Source: an optimization exercise on an open RTL-to-GDS flow (aim: small area). Production flows keep margins and buffers that such runs may drop.
Function was checked by simulation only, so behaviour that the tests miss may differ from the original.
Power figures rest on the tool's default switching activity, not on a simulated workload.

==> flow/design.v (excerpt) <==
module rgb2gray_uhd_4ppc
(
    input [95:0] VIDEO_IN_tdata,
    input VIDEO_IN_tlast,
    output VIDEO_IN_tready,
    input VIDEO_IN_tuser,
    input VIDEO_IN_tvalid,
    input s_axis_video_aclk,
    output [31:0] VIDEO_OUT_tdata,
    output VIDEO_OUT_tlast,
    input VIDEO_OUT_tready,
    output VIDEO_OUT_tuser,
    output VIDEO_OUT_tvalid
);
wire [31:0] hx, hy;
wire [3:0] c8;
wire [31:0] gray;
reg [31:0] x1, y1;
reg [3:0] c1;
reg [2:0] s1;
reg [34:0] r2, r3, r4, r5, r6, r7;
genvar k;
generate
    for (k = 0; k < 4; k = k + 1)
    begin : px
        wire [7:0] a = VIDEO_IN_tdata[24*k+16+:8];
        wire [7:0] b = VIDEO_IN_tdata[24*k+8+:8];
        wire [7:0] c = VIDEO_IN_tdata[24*k+:8];
        wire hs1;
        wire hc2;
        wire fs3;
        wire fc4;
        wire fs5;
        wire fc6;
        wire hs7;
        wire hc8;
        wire fs9;
        wire fc10;
        wire fs11;
        wire fc12;
        wire hs13;
        wire hc14;
        wire fs15;
        wire fc16;
        wire fs17;
        wire fc18;
        wire fs19;
        wire fc20;
        wire fs21;
        wire fc22;
        wire fs23;
        wire fc24;
        wire fs25;
        wire fc26;
        wire fs27;
        wire fc28;
        wire fs29;
        wire fc30;
        wire hs31;
        wire hc32;
        wire fs33;
        wire fc34;
        wire fs35;
        wire fc36;
  ...
clock: 4.0 ns
lec_check: 0
cap_margin: 20
core_margin: 2
core_utilization: 40
cts_buf_list: sky130_fd_sc_hd__clkbuf_16
cts_cluster_diameter: 80
cts_cluster_size: 25
gpl_timing_driven: 0
slew_margin: 20
synth_hierarchical: 1
standard.sh (not shown) runs the stock make flow with config.mk's settings and CLKGATE_MAP_FILE= SYNTH_SCRIPT=/design/flow/synth_recipe.tcl, a recipe that flattens the netlist after the stock synthesis.
==> flow/flow/run.sh <==
#!/bin/bash
# Standard layout, with plain buf_1 cells as the port buffers and a clock tree
# without dummy loads and with a small root buffer.
set -euo pipefail
export BUFFER_PORTS_ARGS="-buffer_cell sky130_fd_sc_hd__buf_1"
export CTS_ARGS="-sink_clustering_enable -repair_clock_nets -sink_clustering_size 10 -sink_clustering_max_diameter 40 -buf_list {sky130_fd_sc_hd__clkbuf_8 sky130_fd_sc_hd__clkbuf_16} -sink_clustering_buffer sky130_fd_sc_hd__clkbuf_4 -root_buf sky130_fd_sc_hd__clkbuf_4 -dont_use_dummy_load"
bash standard.sh > standard.log 2>&1
Edit:
==> flow/flow/run.sh (replaced) <==
#!/bin/bash
# Standard layout, with plain buf_1 cells as the port buffers and a clock tree
# without dummy loads and with a small root buffer.
set -euo pipefail
export BUFFER_PORTS_ARGS="-buffer_cell sky130_fd_sc_hd__buf_1"
export CTS_ARGS="-sink_clustering_enable -repair_clock_nets -sink_clustering_size 20 -sink_clustering_max_diameter 60 -buf_list {sky130_fd_sc_hd__clkbuf_8 sky130_fd_sc_hd__clkbuf_16} -sink_clustering_buffer sky130_fd_sc_hd__clkbuf_8 -root_buf sky130_fd_sc_hd__clkbuf_4 -dont_use_dummy_load"
bash standard.sh > standard.log 2>&1
Settings changed: CORE_UTILIZATION 40 to 75, CTS_BUF_LIST sky130_fd_sc_hd__clkbuf_16 to unset, CTS_CLUSTER_DIAMETER 80 to unset, CTS_CLUSTER_SIZE 25 to unset.
=>
- first-iteration DRC count is higher by 56%
- synthesized area stays the same
- worst setup slack gets worse by 0.091 ns
- cell area went down by 2.1%
Edit:
==> flow/flow/run.sh (replaced) <==
#!/bin/bash
# Standard layout, with plain buf_1 cells as the port buffers and a clock tree
# without dummy loads and with a small root buffer.
set -euo pipefail
export BUFFER_PORTS_ARGS="-buffer_cell sky130_fd_sc_hd__buf_1"
export CTS_ARGS="-sink_clustering_enable -repair_clock_nets -sink_clustering_size 18 -sink_clustering_max_diameter 60 -buf_list {sky130_fd_sc_hd__clkbuf_8 sky130_fd_sc_hd__clkbuf_16} -sink_clustering_buffer sky130_fd_sc_hd__clkbuf_8 -root_buf sky130_fd_sc_hd__clkbuf_4 -dont_use_dummy_load"
bash standard.sh > standard.log 2>&1
Settings changed: ABC_AREA set to 1, CORE_UTILIZATION 75 to 40.
Outcome: Clock-buffer cell count increases by 5; final cell count increases by about 28%; critical path depth decreases by 2.
Edit:
==> flow/flow/run.sh (replaced) <==
#!/bin/bash
# Standard layout, with plain buf_1 cells as the port buffers and a clock tree
# without dummy loads and with a small root buffer.
set -euo pipefail
export BUFFER_PORTS_ARGS="-buffer_cell sky130_fd_sc_hd__buf_1"
export CTS_ARGS="-sink_clustering_enable -repair_clock_nets -sink_clustering_size 20 -sink_clustering_max_diameter 55 -buf_list {sky130_fd_sc_hd__clkbuf_8 sky130_fd_sc_hd__clkbuf_16} -sink_clustering_buffer sky130_fd_sc_hd__clkbuf_8 -root_buf sky130_fd_sc_hd__clkbuf_4 -dont_use_dummy_load"
bash standard.sh > standard.log 2>&1
Settings changed: ABC_AREA 1 to unset, CORE_UTILIZATION 40 to 50.
Wire length fell by 4.7%; flip-flop and latch count does not change; sequential share of layout area rose by 1.5 points; non-clock buffer count is unchanged; cell area fell by 3.5%.

JK:
Starting RTL as in the previous note.
export LEC_CHECK = 0
export CAP_MARGIN = 20
export CORE_MARGIN = 2
export CORE_UTILIZATION = 80
export GPL_TIMING_DRIVEN = 0
export SLEW_MARGIN = 20
export SYNTH_HIERARCHICAL = 1
create_clock -name core_clock -period 4.0 [get_ports {s_axis_video_aclk}]
==> flow/flow/run.sh <==
#!/bin/bash
# Standard layout, with plain buf_1 cells as the port buffers and a clock tree
# without dummy loads and with a small root buffer.
set -euo pipefail
export BUFFER_PORTS_ARGS="-buffer_cell sky130_fd_sc_hd__buf_1"
export CTS_ARGS="-sink_clustering_enable -repair_clock_nets -sink_clustering_size 18 -sink_clustering_max_diameter 60 -buf_list {sky130_fd_sc_hd__clkbuf_8 sky130_fd_sc_hd__clkbuf_16} -sink_clustering_buffer sky130_fd_sc_hd__clkbuf_8 -root_buf sky130_fd_sc_hd__clkbuf_4 -dont_use_dummy_load"
bash standard.sh > standard.log 2>&1
As the logs show, JK stopped at detailed placement (3_5_place_dp) after a tool error, so it never reached the end of the flow.
Edits applied to the flow inputs when going from JK to MS:
# JK
export LEC_CHECK = 0
export CAP_MARGIN = 20
export CORE_MARGIN = 2
export CORE_UTILIZATION = 80
export GPL_TIMING_DRIVEN = 0
export SLEW_MARGIN = 20
export SYNTH_HIERARCHICAL = 1
create_clock -name core_clock -period 4.0 [get_ports {s_axis_video_aclk}]
# MS
export LEC_CHECK = 0
export CAP_MARGIN = 20
export CORE_MARGIN = 2
export CORE_UTILIZATION = 40
export CTS_BUF_LIST = sky130_fd_sc_hd__clkbuf_16
export CTS_CLUSTER_DIAMETER = 80
export CTS_CLUSTER_SIZE = 25
export GPL_TIMING_DRIVEN = 0
export SLEW_MARGIN = 20
export SYNTH_HIERARCHICAL = 1
create_clock -name core_clock -period 4.0 [get_ports {s_axis_video_aclk}]
==> flow/flow/run.sh <==
#!/bin/bash
# Standard layout, with plain buf_1 cells as the port buffers and a clock tree
# without dummy loads and with a small root buffer.
set -euo pipefail
export BUFFER_PORTS_ARGS="-buffer_cell sky130_fd_sc_hd__buf_1"
export CTS_ARGS="-sink_clustering_enable -repair_clock_nets -sink_clustering_size 12 -sink_clustering_max_diameter 45 -buf_list {sky130_fd_sc_hd__clkbuf_8 sky130_fd_sc_hd__clkbuf_16} -sink_clustering_buffer sky130_fd_sc_hd__clkbuf_4 -root_buf sky130_fd_sc_hd__clkbuf_4 -dont_use_dummy_load"
bash standard.sh > standard.log 2>&1
Findings:
MS closes out successfully: all stages finished, all timing, DRC and antenna checks passed. JK did not finish; a tool error ended it in detailed placement (3_5_place_dp). Between JK and MS, the complex-gate fraction of the synthesized area figures differ only marginally. Re average instance area after synthesis: no difference whatsoever between JK and MS. Changes observed in MS relative to JK: starting utilization of the core area went down 42 points, number of buffers added on ports level. As far as synthesized cell count goes, JK and MS are indistinguishable; the numbers are identical. Post-synthesis sequential area ratio came out exactly the same in JK and MS. Compared with JK, MS shows site row count that has gone up by more than a quarter. JK → MS: detailed placement HPWL fell by about 30%; floorplan die height rose by 40%. The width of the die of MS is higher than that of JK.
Edits applied to the flow inputs when going from MS to AL:
# MS
export LEC_CHECK = 0
export CAP_MARGIN = 20
export CORE_MARGIN = 2
export CORE_UTILIZATION = 40
export CTS_BUF_LIST = sky130_fd_sc_hd__clkbuf_16
export CTS_CLUSTER_DIAMETER = 80
export CTS_CLUSTER_SIZE = 25
export GPL_TIMING_DRIVEN = 0
export SLEW_MARGIN = 20
export SYNTH_HIERARCHICAL = 1
create_clock -name core_clock -period 4.0 [get_ports {s_axis_video_aclk}]
# AL
export LEC_CHECK = 0
export CAP_MARGIN = 20
export CORE_MARGIN = 2
export CORE_UTILIZATION = 60
export GPL_TIMING_DRIVEN = 0
export SLEW_MARGIN = 20
export SYNTH_HIERARCHICAL = 1
create_clock -name core_clock -period 4.0 [get_ports {s_axis_video_aclk}]
==> flow/flow/run.sh <==
#!/bin/bash
# Standard layout, with plain buf_1 cells as the port buffers and a clock tree
# without dummy loads and with a small root buffer.
set -euo pipefail
export BUFFER_PORTS_ARGS="-buffer_cell sky130_fd_sc_hd__buf_1"
export CTS_ARGS="-sink_clustering_enable -repair_clock_nets -sink_clustering_size 20 -sink_clustering_max_diameter 60 -buf_list {sky130_fd_sc_hd__clkbuf_8 sky130_fd_sc_hd__clkbuf_16} -sink_clustering_buffer sky130_fd_sc_hd__clkbuf_8 -root_buf sky130_fd_sc_hd__clkbuf_4 -dont_use_dummy_load"
bash standard.sh > standard.log 2>&1
### Flow results
AL completed end to end with timing, DRC and antenna clean. In AL, the half-perimeter wire length after placement came out 0.94% above the value in MS. Proportion of layout cells with a drive suffix above 1 is higher on MS. MS reports its launching element of the worst setup path as x1[24]$_DFF_P_ while AL reports x1[0]$_DFF_P_. Between AL and MS, sequential share of layout area is higher for AL, MS comes in under that. Against MS, AL reports a global-route track usage on met2 that is higher. The clock period minus final worst setup slack of AL is higher than that of MS. Post-route clock period utilization across AL and MS: no real change. The lower final cell count of AL and MS is in AL. Taking MS as the reference, in AL count of fill cells added during filler insertion lost about 47%, register clock-pin slew on the reported worst setup and hold paths neither gained nor lost much. Higher area growth from synthesis to layout was reported by MS, not AL.

Another version of the RTL of rgb2gray_uhd_4ppc (not shown whole).
For scale: about 670 cells after synthesis, roughly 270 flip-flops.
clock: 4.0 ns
lec_check: 0
cap_margin: 20
core_margin: 2
core_utilization: 40
cts_buf_list: sky130_fd_sc_hd__clkbuf_16
cts_cluster_diameter: 80
cts_cluster_size: 25
gpl_timing_driven: 0
slew_margin: 20
synth_hierarchical: 1
==> flow/flow/run.sh <==
#!/bin/bash
# Standard layout, with plain buf_1 cells as the port buffers.
set -euo pipefail
export BUFFER_PORTS_ARGS="-buffer_cell sky130_fd_sc_hd__buf_1"
bash standard.sh > standard.log 2>&1
Then changed:
==> flow/run.sh (new file) <==
#!/bin/bash
# synth_recipe.tcl (not shown) runs the flow's synth.tcl, then flattens the netlist and writes it again
# the make line also repeats each setting of config.mk as NAME=value (left out here)
make -C /OpenROAD-flow-scripts/flow DESIGN_CONFIG=/design/flow/config.mk WORK_HOME=/design/flow/orfs CLKGATE_MAP_FILE= SYNTH_SCRIPT=/design/flow/synth_recipe.tcl finish
Settings changed: CTS_BUF_LIST sky130_fd_sc_hd__clkbuf_16 to unset, CTS_CLUSTER_DIAMETER 80 to unset, CTS_CLUSTER_SIZE 25 to unset, GPL_TIMING_DRIVEN 0 to unset.
removed: flow/flow/run.sh
removed: flow/standard.sh
After rerunning: Synthesized area stays the same; routed wire length increases by about 8%; total power increases by about 13%; fmax falls by 5.6%; clock-buffer cell count is higher by 19; worst setup slack gets worse by 220 ps; register-to-register slack is about the same; via count grows by about 6%; synthesized cell count is unchanged.
Then changed:
Settings changed: CTS_BUF_LIST set to sky130_fd_sc_hd__clkbuf_16, CTS_CLUSTER_DIAMETER set to 80, CTS_CLUSTER_SIZE set to 25, GPL_TIMING_DRIVEN set to 0.
Result: Wire length went down by 4.8%; cell area is lower by 7.9%; critical path depth does not change; power goes down by about 11%; combinational power decreases by about 2%; die area does not change.
Then changed:
Settings changed: CTS_BUF_LIST sky130_fd_sc_hd__clkbuf_16 to unset, CTS_CLUSTER_DIAMETER 80 to unset, CTS_CLUSTER_SIZE 25 to unset.
=> Via count climbs by 1.4%. Worst setup slack loses 22 ps. Register-to-register slack is about the same. Die area is unchanged. Routed wire length rises by 1.3%. Design area went up by 3.3%. Worst hold slack stays flat. Core utilization increases by 1.6 points. Final cell count rises by 2.5%. Critical path depth does not change. Combinational power barely changes.

Setup of north:
rgb2gray_uhd_4ppc with an RTL version that a note above also has.
Size in the first run: about 140 I/O pins, roughly 12,000 µm² of cells after synthesis.
Settings: LEC_CHECK=0, CAP_MARGIN=20, CORE_MARGIN=2, CORE_UTILIZATION=60, GPL_TIMING_DRIVEN=0, SLEW_MARGIN=20, SYNTH_HIERARCHICAL=1; clock period 4.0 ns.
==> flow/flow/run.sh <==
#!/bin/bash
# Standard layout, with plain buf_1 cells as the port buffers and a clock tree
# without dummy loads and with a small root buffer.
set -euo pipefail
export BUFFER_PORTS_ARGS="-buffer_cell sky130_fd_sc_hd__buf_1"
export CTS_ARGS="-sink_clustering_enable -repair_clock_nets -sink_clustering_size 18 -sink_clustering_max_diameter 60 -buf_list {sky130_fd_sc_hd__clkbuf_8 sky130_fd_sc_hd__clkbuf_16} -sink_clustering_buffer sky130_fd_sc_hd__clkbuf_8 -root_buf sky130_fd_sc_hd__clkbuf_4 -dont_use_dummy_load"
bash standard.sh > standard.log 2>&1
Changes in south relative to north:
- CORE_UTILIZATION changed from 60 to 40
- CTS_BUF_LIST newly set to sky130_fd_sc_hd__clkbuf_16
- CTS_CLUSTER_SIZE newly set to 25
- CTS_CLUSTER_DIAMETER newly set to 80
==> flow/flow/run.sh <==
#!/bin/bash
# Standard layout, with plain buf_1 cells as the port buffers and a clock tree
# without dummy loads and with a small root buffer.
set -euo pipefail
export BUFFER_PORTS_ARGS="-buffer_cell sky130_fd_sc_hd__buf_1"
export CTS_ARGS="-sink_clustering_enable -repair_clock_nets -sink_clustering_size 25 -sink_clustering_max_diameter 80 -buf_list {sky130_fd_sc_hd__clkbuf_8 sky130_fd_sc_hd__clkbuf_16} -sink_clustering_buffer sky130_fd_sc_hd__clkbuf_16 -root_buf sky130_fd_sc_hd__clkbuf_4 -dont_use_dummy_load"
bash standard.sh > standard.log 2>&1
Findings:
- south went all the way through synthesis, placement and routing and the layout is clean on timing, DRC and antenna.
- On south: portion of the clock cycle consumed by the worst path in the final layout is 0.64 points higher than what north gave.
- Routed wire length: north and south compared, lower one is north
- Via total after detailed routing across north and south: no real change.
- Diff north and south: critical path arrival lower in north
- Compared with north, in south met3 track demand over resource in global routing saw little to no change; setup slack saw a decrease.
Inputs modified between south and east:
==> flow/flow/run.sh <==
#!/bin/bash
# Standard layout, with plain buf_1 cells as the port buffers and a clock tree
# without dummy loads.
set -euo pipefail
export BUFFER_PORTS_ARGS="-buffer_cell sky130_fd_sc_hd__buf_1"
export CTS_ARGS="-sink_clustering_enable -repair_clock_nets -sink_clustering_size 25 -sink_clustering_max_diameter 80 -buf_list sky130_fd_sc_hd__clkbuf_16 -dont_use_dummy_load"
bash standard.sh > standard.log 2>&1
Cell-internal power in east vs south: up about 1.8%. Taking south as the reference, in east via count now sits at about the same level, reported net switching power now sits higher, wire length after detailed routing now sits at about the same level. Power density relative to cell area: east > south. Comparing south and east, clock network area share is higher on east. Power delta for east relative to south: about 1.4% higher. The cell area in east sits about 0.38% above the value recorded for south.
Setup changes, east to west
==> flow/flow/run.sh <==
#!/bin/bash
# Standard layout, with plain buf_1 cells as the port buffers and a clock tree
# without dummy loads and with a small root buffer.
set -euo pipefail
export BUFFER_PORTS_ARGS="-buffer_cell sky130_fd_sc_hd__buf_1"
export CTS_ARGS="-sink_clustering_enable -repair_clock_nets -sink_clustering_size 20 -sink_clustering_max_diameter 60 -buf_list {sky130_fd_sc_hd__clkbuf_8 sky130_fd_sc_hd__clkbuf_16} -sink_clustering_buffer sky130_fd_sc_hd__clkbuf_8 -root_buf sky130_fd_sc_hd__clkbuf_4 -dont_use_dummy_load"
bash standard.sh > standard.log 2>&1
Notes after the runs:
west: done, clean on timing, DRC and antenna. Going from east to west, post-route minimum period dropped 0.074 ns, final design area excluding fillers went down, maximum ir drop on the vdd rail lower, global-route usage stayed essentially flat. First-pass GRT wire length: west vs east, no meaningful difference.

==> what the ideal ports hide <==
In the flow no input, the clock included, has a driving cell. The finished layouts below were timed again as built, in two steps.
Step 1 assumes that a clkbuf_16 drives the clock port and a buf_2 every other input.
Step 2, shift: input delay + t, output delay - t, t = (earliest + latest rising clock arrival at the registers) / 2. This alone moves slack from input paths to output paths.
Three values: no drivers, after step 1, after step 2; two values: the first two.
run | shift t [ns] | slack for setup (ns) | hold slack, ns | worst setup path after step 2 | slew at the worst register clock pin (ns)
the first run of note 1 | 0.600 | 0.741 / 0.741 / 0.186 | 0.285 / 0.285 / 0.285 | input to register | 0.10 / 0.10
the second run of note 1 | 0.630 | 0.650 / 0.659 / 0.029 | 0.265 / 0.254 / 0.297 | input to register | 0.12 / 0.12
the third run of note 1 | 0.661 | 0.685 / 0.685 / 0.260 | 0.226 / 0.216 / 0.270 | input to register | 0.10 / 0.10
the fourth run of note 1 | 0.599 | 0.727 / 0.727 / 0.172 | 0.272 / 0.272 / 0.272 | input to register | 0.11 / 0.11
MS | 0.650 | 0.753 / 0.753 / 0.198 | 0.262 / 0.289 / 0.289 | input to register | 0.11 / 0.11
AL | 0.621 | 0.749 / 0.749 / 0.157 | 0.316 / 0.309 / 0.316 | input to register | 0.11 / 0.11
the first run of note 3 | 0.520 | 0.339 / 0.340 / -0.160 | 0.323 / 0.323 / 0.323 | input to register | 0.09 / 0.09
the second run of note 3 | 0.545 | 0.123 / 0.139 / -0.406 | 0.318 / 0.318 / 0.318 | input to register | 0.07 / 0.07
the third run of note 3 | 0.504 | 0.129 / 0.149 / -0.355 | 0.323 / 0.323 / 0.323 | input to register | 0.09 / 0.09
the fourth run of note 3 | 0.546 | 0.107 / 0.121 / -0.425 | 0.321 / 0.321 / 0.321 | input to register | 0.06 / 0.06
north | 0.609 | 0.758 / 0.758 / 0.184 | 0.313 / 0.303 / 0.313 | input to register | 0.10 / 0.10
south | 0.665 | 0.732 / 0.732 / 0.156 | 0.271 / 0.293 / 0.293 | input to register | 0.10 / 0.10
east | 0.500 | 0.657 / 0.679 / 0.178 | 0.292 / 0.292 / 0.292 | input to register | 0.09 / 0.09
west | 0.627 | 0.731 / 0.731 / 0.190 | 0.294 / 0.294 / 0.294 | input to register | 0.11 / 0.11
Met with ideal ports but missed after step 2: setup timing in the first run of note 3, the second run of note 3, the third run of note 3 and the fourth run of note 3. The setup slack of the second run of note 1, which loses most, moves by +0.009 ns with the drivers and by -0.621 ns with both steps.
